From an optimization exercise on the open Yosys and OpenROAD flow, aimed at small area, a short achievable clock period and few clock cycles; shortcuts taken in it are not production practice.
Only simulation tests tie the RTL to the original design; equivalence was not proved.

==> 10-10: inputs <==
==> flow/design.v (excerpt) <==
module geofence (clk, reset, X, Y, valid, is_inside);
input clk;
input reset;
input [9:0] X;
input [9:0] Y;
output reg valid;
output reg is_inside;
localparam S0 = 2'd0, S1 = 2'd1, S3 = 2'd3;
reg [3:0] cnt;           
reg [1:0] st;
reg       sf;
reg [9:0] px, py;        
reg       wsx, wsy;      
reg [9:0] wmx, wmy_n;        
wire [9:0] wmy = ~wmy_n;
reg       lsx, lsy, rsx, rsy;
reg [9:0] lmx_n, lmy, rmx_n, rmy;       
wire [9:0] lmx = ~lmx_n, rmx = ~rmx_n;
wire [10:0] dx = {1'b0, X} - {1'b0, px};
wire [10:0] dy = {1'b0, Y} - {1'b0, py};
wire       dsx = dx[10];
wire       dsy = dy[10];
wire [9:0] dmx = (dx[9:0] ^ {10{dsx}}) + {9'd0, dsx};
wire [9:0] dmy = (dy[9:0] ^ {10{dsy}}) + {9'd0, dsy};
wire lzx = lmx == 0, lzy = lmy == 0, wzx = wmx == 0, wzy = wmy == 0;
wire rzx = rmx == 0, rzy = rmy == 0;
wire a_s1 = lsx ^ wsy, a_s2 = lsy ^ wsx;      
wire b_s1 = wsy ^ rsx, b_s2 = wsx ^ rsy;      
wire a_n, a_z, b_n, b_z;
xsign ua (.a(lmx), .b(wmy), .c(lmy), .d(wmx), .inj(a_s1),  .neg(a_n), .zero(a_z));
xsign ub (.a(wmy), .b(rmx), .c(wmx), .d(rmy), .inj(!b_s1), .neg(b_n), .zero(b_z));
wire a_fz = (lzx || wzy) && (lzy || wzx);     
wire b_fz = (wzy || rzx) && (wzx || rzy);
wire a_neg  = (a_s1 != a_s2) ? (a_s1 && !a_fz) : (a_s1 ^ a_n);
wire a_zero = (a_s1 != a_s2) ? a_fz : a_z;
wire b_neg  = (b_s1 != b_s2) ? (!b_s1 && !b_fz) : !(b_s1 ^ b_n);
wire b_zero = (b_s1 != b_s2) ? b_fz : b_z;
wire w_zero = wzx && wzy;
wire opp = ((!lzx && (lsx != wsx)) || (!lzy && (lsy != wsy))) &&
           ((!rzx && (rsx != wsx)) || (!rzy && (rsy != wsy)));
wire set_l  = ((st == S0) && !w_zero) || ((st == S1) && a_neg);
wire set_r  = ((st == S0) && !w_zero) || ((st == S1) && b_neg);
wire flip_l = (st == S3) && a_neg;
wire flip_r = (st == S3) && b_neg;
wire sf_n   = sf || ((st == S1) && a_neg && b_neg);
reg [1:0] st_n;
always @(*) begin
    st_n = st;
    case (st)
    S0: if (!w_zero) st_n = S1;
    S1: if (!w_zero && a_zero && b_zero && opp) st_n = S3;
    S3: if (a_neg || b_neg) st_n = S1;
    default: st_n = st;
    endcase
end
wire proc = (cnt >= 4'd2) && (cnt <= 4'd8);
always @(posedge clk or posedge reset) begin
    if (reset) begin
        cnt <= 4'd0;
        st <= S0;
        sf <= 1'b0;
        valid <= 1'b0;
  ...
export LEC_CHECK = 0
export CAP_MARGIN = 20
export CORE_MARGIN = 2
export CORE_UTILIZATION = 40
export SLEW_MARGIN = 20
export TNS_END_PERCENT = 5
create_clock -name core_clock -period 13.0 [get_ports {clk}]
standard.sh (not shown) runs the stock make flow with config.mk's settings and CLKGATE_MAP_FILE= SYNTH_SCRIPT=/design/flow/synth_recipe.tcl, a recipe that flattens the netlist after the stock synthesis.
==> flow/flow/run.sh <==
#!/bin/bash
# Standard ORFS layout with two additions (same clock period and constraints):
#  1. after the standard synthesis, flow/polarity.py removes the inverters that
#     Yosys's full-adder extraction leaves between adders (logic unchanged);
#  2. timing repair aims at a larger setup slack than the default.
set -euo pipefail
RES="$PWD/orfs/results/$FLOW_PLATFORM/geofence/base"
LIB="$FLOW_HOME/platforms/$FLOW_PLATFORM/lib/sky130_fd_sc_hd__tt_025C_1v80.lib"
bash standard.sh "$RES/1_2_yosys.v" > synth.log 2>&1
cp "$RES/1_2_yosys.v" 1_2_yosys.before_polarity.v
python3 flow/polarity.py "$RES/1_2_yosys.v" "$LIB" > polarity.log 2>&1
bash standard.sh SETUP_SLACK_MARGIN=6 finish > layout.log 2>&1
Other scripts of this flow, unchanged in this note and not shown: flow/flow/polarity.py
==> inputs of 10-08, as changes to 10-10 <==
--- a/flow/design.v
+++ b/flow/design.v
@@ -7,12 +7,13 @@
 output reg valid;
 output reg is_inside;
 localparam S0 = 2'd0, S1 = 2'd1, S3 = 2'd3;
 reg [3:0] cnt;           
 reg [1:0] st;
 reg       sf;
+reg       z0;
 reg [9:0] px, py;        
 reg       wsx, wsy;      
 reg [9:0] wmx, wmy_n;        
 wire [9:0] wmy = ~wmy_n;
 reg       lsx, lsy, rsx, rsy;
 reg [9:0] lmx_n, lmy, rmx_n, rmy;       
@@ -24,57 +25,58 @@
 wire [9:0] dmx = (dx[9:0] ^ {10{dsx}}) + {9'd0, dsx};
 wire [9:0] dmy = (dy[9:0] ^ {10{dsy}}) + {9'd0, dsy};
 wire lzx = lmx == 0, lzy = lmy == 0, wzx = wmx == 0, wzy = wmy == 0;
 wire rzx = rmx == 0, rzy = rmy == 0;
 wire a_s1 = lsx ^ wsy, a_s2 = lsy ^ wsx;      
 wire b_s1 = wsy ^ rsx, b_s2 = wsx ^ rsy;      
-wire a_n, a_z, b_n, b_z;
-xsign ua (.a(lmx), .b(wmy), .c(lmy), .d(wmx), .inj(a_s1),  .neg(a_n), .zero(a_z));
-xsign ub (.a(wmy), .b(rmx), .c(wmx), .d(rmy), .inj(!b_s1), .neg(b_n), .zero(b_z));
+wire a_n, b_n;
+xsign ua (.a(lmx), .b(wmy), .c(lmy), .d(wmx), .inj(a_s1),  .neg(a_n));
+xsign ub (.a(wmy), .b(rmx), .c(wmx), .d(rmy), .inj(!b_s1), .neg(b_n));
 wire a_fz = (lzx || wzy) && (lzy || wzx);     
 wire b_fz = (wzy || rzx) && (wzx || rzy);
 wire a_neg  = (a_s1 != a_s2) ? (a_s1 && !a_fz) : (a_s1 ^ a_n);
-wire a_zero = (a_s1 != a_s2) ? a_fz : a_z;
 wire b_neg  = (b_s1 != b_s2) ? (!b_s1 && !b_fz) : !(b_s1 ^ b_n);
-wire b_zero = (b_s1 != b_s2) ? b_fz : b_z;
 wire w_zero = wzx && wzy;
-wire opp = ((!lzx && (lsx != wsx)) || (!lzy && (lsy != wsy))) &&
-           ((!rzx && (rsx != wsx)) || (!rzy && (rsy != wsy)));
+wire opp = (!lzx && (lsx != wsx)) || (!lzy && (lsy != wsy));
 wire set_l  = ((st == S0) && !w_zero) || ((st == S1) && a_neg);
 wire set_r  = ((st == S0) && !w_zero) || ((st == S1) && b_neg);
 wire flip_l = (st == S3) && a_neg;
 wire flip_r = (st == S3) && b_neg;
 wire sf_n   = sf || ((st == S1) && a_neg && b_neg);
+wire z0_n   = (st == S0) || ((st == S1) && z0 && !a_neg && !b_neg);
 reg [1:0] st_n;
 always @(*) begin
     st_n = st;
     case (st)
     S0: if (!w_zero) st_n = S1;
-    S1: if (!w_zero && a_zero && b_zero && opp) st_n = S3;
+    S1: if (!w_zero && z0 && !a_neg && !b_neg && opp) st_n = S3;
     S3: if (a_neg || b_neg) st_n = S1;
     default: st_n = st;
     endcase
 end
 wire proc = (cnt >= 4'd2) && (cnt <= 4'd8);
 always @(posedge clk or posedge reset) begin
     if (reset) begin
         cnt <= 4'd0;
         st <= S0;
         sf <= 1'b0;
+        z0 <= 1'b0;
         valid <= 1'b0;
         is_inside <= 1'b0;
     end else begin
         cnt <= (cnt == 4'd9) ? 4'd0 : cnt + 4'd1;
         valid <= (cnt == 4'd8);
         if (cnt == 4'd8) is_inside <= sf_n;
         if (proc) begin
             st <= st_n;
             sf <= sf_n;
+            z0 <= z0_n;
         end else begin
             st <= S0;
             sf <= 1'b0;
+            z0 <= 1'b0;
         end
     end
 end
 always @(posedge clk) begin
     if (cnt == 4'd0) begin
         px <= X;
@@ -95,13 +97,13 @@
     end else if (proc && flip_r) begin
         rsx <= !rsx;
         rsy <= !rsy;
     end
 end
 endmodule
-module xsign (input [9:0] a, input [9:0] b, input [9:0] c, input [9:0] d, input inj, output neg, output zero);
+module xsign (input [9:0] a, input [9:0] b, input [9:0] c, input [9:0] d, input inj, output neg);
 wire injn = ~inj;
 wire t1, t2, t3, t4, t5, t6, t7, t8, t9, t10, t11, t12, t13, t14, t15, t16, t17, t18, t19, t20, t21, t22, t23, t24, t25, t26, t27, t28, t29, t30, t31, t32, t33, t34, t35, t36, t37, t38, t39, t40, t41, t42, t43, t44, t45, t46, t47, t48, t49, t50, t51, t52, t53, t54, t55, t56, t57, t58, t59, t60, t61, t62, t63, t64, t65, t66, t67, t68, t69, t70, t71, t72, t73, t74, t75, t76, t77, t78, t79, t80, t81, t82, t83, t84, t85, t86, t87, t88, t89, t90, t91, t92, t93, t94, t95, t96, t97, t98, t99, t100, t101, t102, t103, t104, t105, t106, t107, t108, t109, t110, t111, t112, t113, t114, t115, t116, t117, t118, t119, t120, t121, t122, t123, t124, t125, t126, t127, t128, t129, t130, t131, t132, t133, t134, t135, t136, t137, t138, t139, t140, t141, t142, t143, t144, t145, t146, t147, t148, t149, t150, t151, t152, t153, t154, t155, t156, t157, t158, t159, t160, t161, t162, t163, t164, t165, t166, t167, t168, t169, t170, t171, t172, t173, t174, t175, t176, t177, t178, t179, t180, t181, t182, t183, t184, t185, t186, t187, t188, t189, t190, t191, t192, t193, t194, t195, t196, t197, t198, t199, t200, t201, t202, t203, t204, t205, t206, t207, t208, t209, t210, t211, t212, t213, t214, t215, t216, t217, t218, t219, t220, t221, t222, t223, t224, t225, t226, t227, t228, t229, t230, t231, t232, t233, t234, t235, t236, t237, t238, t239, t240, t241, t242, t243, t244, t245, t246, t247, t248, t249, t250, t251, t252, t253, t254, t255, t256, t257, t258, t259, t260, t261, t262, t263, t264, t265, t266, t267, t268, t269, t270, t271, t272, t273, t274, t275, t276, t277, t278, t279, t280, t281, t282, t283, t284, t285, t286, t287, t288, t289, t290, t291, t292, t293, t294, t295, t296, t297, t298, t299, t300, t301, t302, t303, t304, t305, t306, t307, t308, t309, t310, t311, t312, t313, t314, t315, t316, t317, t318, t319, t320, t321, t322, t323, t324, t325, t326, t327, t328, t329, t330, t331, t332, t333, t334, t335, t336, t337, t338, t339, t340, t341, t342, t343, t344, t345, t346, t347, t348, t349, t350, t351, t352, t353, t354, t355, t356, t357, t358, t359, t360, t361, t362, t363, t364, t365, t366, t367, t368, t369, t370, t371, t372, t373, t374, t375, t376, t377, t378, t379, t380, t381, t382, t383, t384, t385, t386, t387, t388, t389, t390, t391, t392, t393, t394, t395, t396, t397, t398, t399, t400, t401, t402, t403, t404, t405, t406, t407, t408, t409, t410, t411, t412, t413, t414, t415, t416, t417, t418, t419, t420, t421, t422, t423, t424, t425, t426, t427, t428, t429, t430, t431, t432, t433, t434, t435, t436, t437, t438, t439, t440, t441, t442, t443, t444, t445, t446, t447, t448, t449, t450, t451, t452, t453, t454, t455, t456, t457, t458, t459, t460, t461, t462, t463, t464, t465, t466, t467, t468, t469, t470, t471, t472, t473, t474, t475, t476, t477, t478, t479, t480, t481, t482, t483, t484, t485, t486, t487, t488, t489, t490, t491, t492, t493, t494, t495, t496, t497, t498, t499, t500, t501, t502, t503, t504, t505, t506, t507, t508, t509, t510, t511, t512, t513, t514, t515, t516, t517, t518, t519, t520, t521, t522, t523, t524, t525, t526, t527, t528, t529, t530, t531, t532, t533, t534, t535, t536, t537, t538, t539, t540, t541, t542, t543, t544, t545, t546, t547, t548, t549, t550, t551, t552, t553, t554, t555, t556, t557, t558, t559, t560, t561, t562, t563, t564, t565, t566, t567;
 assign t1 = (a[0] & b[0]);
 assign t2 = ~(c[0] & d[0]);
 assign t3 = injn;
 assign t4 = (a[0] & b[1]);
@@ -543,10 +545,7 @@
 wire cp2_2 = cp1_6 & cp1_4;
 wire cg3_0 = cg2_2 | (cp2_2 & cg2_0);
 wire cp3_0 = cp2_2 & cp2_0;
 wire cg4_0 = cg1_8 | (cp1_8 & cg3_0);
 wire cp4_0 = cp1_8 & cp3_0;
 assign neg = r1[20] ^ r2[20] ^ cg4_0;
-wire [20:0] zx = r1 ^ r2;
-wire [20:0] zc = {r1[19:0] | r2[19:0], 1'b0};
-assign zero = inj ? (&zx) : (zx == zc);
 endmodule
--- a/flow/flow/run.sh
+++ b/flow/flow/run.sh
@@ -6,7 +6,7 @@
 set -euo pipefail
 RES="$PWD/orfs/results/$FLOW_PLATFORM/geofence/base"
 LIB="$FLOW_HOME/platforms/$FLOW_PLATFORM/lib/sky130_fd_sc_hd__tt_025C_1v80.lib"
 bash standard.sh "$RES/1_2_yosys.v" > synth.log 2>&1
 cp "$RES/1_2_yosys.v" 1_2_yosys.before_polarity.v
 python3 flow/polarity.py "$RES/1_2_yosys.v" "$LIB" > polarity.log 2>&1
-bash standard.sh SETUP_SLACK_MARGIN=6 finish > layout.log 2>&1
+bash standard.sh SETUP_SLACK_MARGIN=6.5 finish > layout.log 2>&1
Settings changed: CORE_UTILIZATION 40 to 55, TNS_END_PERCENT 5 to unset.
==> inputs of 01-23, as changes to 10-10 <==
--- a/flow/flow/run.sh
+++ b/flow/flow/run.sh
@@ -6,7 +6,7 @@
 set -euo pipefail
 RES="$PWD/orfs/results/$FLOW_PLATFORM/geofence/base"
 LIB="$FLOW_HOME/platforms/$FLOW_PLATFORM/lib/sky130_fd_sc_hd__tt_025C_1v80.lib"
 bash standard.sh "$RES/1_2_yosys.v" > synth.log 2>&1
 cp "$RES/1_2_yosys.v" 1_2_yosys.before_polarity.v
 python3 flow/polarity.py "$RES/1_2_yosys.v" "$LIB" > polarity.log 2>&1
-bash standard.sh SETUP_SLACK_MARGIN=6 finish > layout.log 2>&1
+bash standard.sh SETUP_SLACK_MARGIN=5.75 finish > layout.log 2>&1
Settings changed: TNS_END_PERCENT 5 to unset.
==> qor summary <==
item	10-10	10-08	01-23
Status	timing/DRC/antenna clean	timing/DRC/antenna clean	timing/DRC/antenna clean
Vertical extent of the die	202.6 microns	165.7 microns	202.6 microns
Top fanout value on the critical path	22	22	11
Sequential portion of the cell area	0.1513	0.1660	0.1533
Data buffer area share	0.04398	0.06532	0.03277
Via count of the first global-routing pass	12570	11080	12540
Standard-cell rows	72	59	72
Worst path setup slack after routing	6.080 ns	6.693 ns	5.981 ns
Reg2Reg Setup Slack	6.08 ns	6.69 ns	5.98 ns
Crit path DAT	6.98 ns	6.37 ns	7.08 ns
Met1 Wirelength	17640 microns	14390 microns	17510 microns
Final worst hold slack	0.4964 ns	0.5001 ns	0.4964 ns
Number of placed instances with taps included	2078	1714	2078
Fraction of area in multi-input gates	0.7072	0.6885	0.7151
Area of the die	41050 sq um	27460 sq um	41050 sq um
Number of DRC markers in iteration 0	1129	747	1051
Worst EP required	13.06 ns	13.07 ns	13.06 ns
RSZ-0062 raised after global routing	true	false	true
Signal inverters	203	143	203
Area Overhead vs Synth	9.445%	11.21%	7.938%
Clock network area share	0.01587	0.02042	0.01609
Min Clock Period, post-route	6.920 ns	6.307 ns	7.019 ns
FF-to-FF path depth	19	17	18
Synthesized area per cell	9.843 sq um	10.07 sq um	9.843 sq um
Met2 usage	0.3595	0.4689	0.3589
Final HPWL from detailed placement	32080 microns	26670 microns	32080 microns
Testbench counts of 10-10, summed over its fixed seeds: cycles 12,800.
Testbench counts of 10-08, summed over its fixed seeds: cycles 12,800.
Testbench counts of 01-23, summed over its fixed seeds: cycles 12,800.

==> static timing again, ports no longer ideal <==
How much do the figures lean on ideal ports? The routed layouts below were timed once more, with nothing changed but the port constraints.
Step 1 (the two cells are an assumption about what drives the block):
set clk [get_ports {clk}]
set_driving_cell -lib_cell sky130_fd_sc_hd__clkbuf_16 $clk
set_driving_cell -lib_cell sky130_fd_sc_hd__buf_2 [delete_from_list [all_inputs] $clk]
Step 2 also shifts input and output timing later by t, the mid clock arrival at the registers, as if the neighbouring blocks saw the same clock.
Slacks: ideal / step 1 / step 2; pairs: ideal / step 1.
run | shift t [ns] | slack for setup (ns) | latest minus earliest clock arrival (ns) | worst data-port slew with drivers (ns) | pins driven straight from the clock port
10-10 | 0.381 | 6.080 / 6.080 / 6.080 | 0.012 / 0.012 | 0.04 | 1
10-08 | 0.391 | 6.693 / 6.693 / 6.397 | 0.012 / 0.013 | 0.03 | 1
01-23 | 0.379 | 5.981 / 5.981 / 5.981 | 0.009 / 0.009 | 0.04 | 1
After both steps setup and hold are still met in every run listed. For 10-08, which loses most, drivers alone change the setup slack by 0.000 ns; drivers and shift together by -0.296 ns.
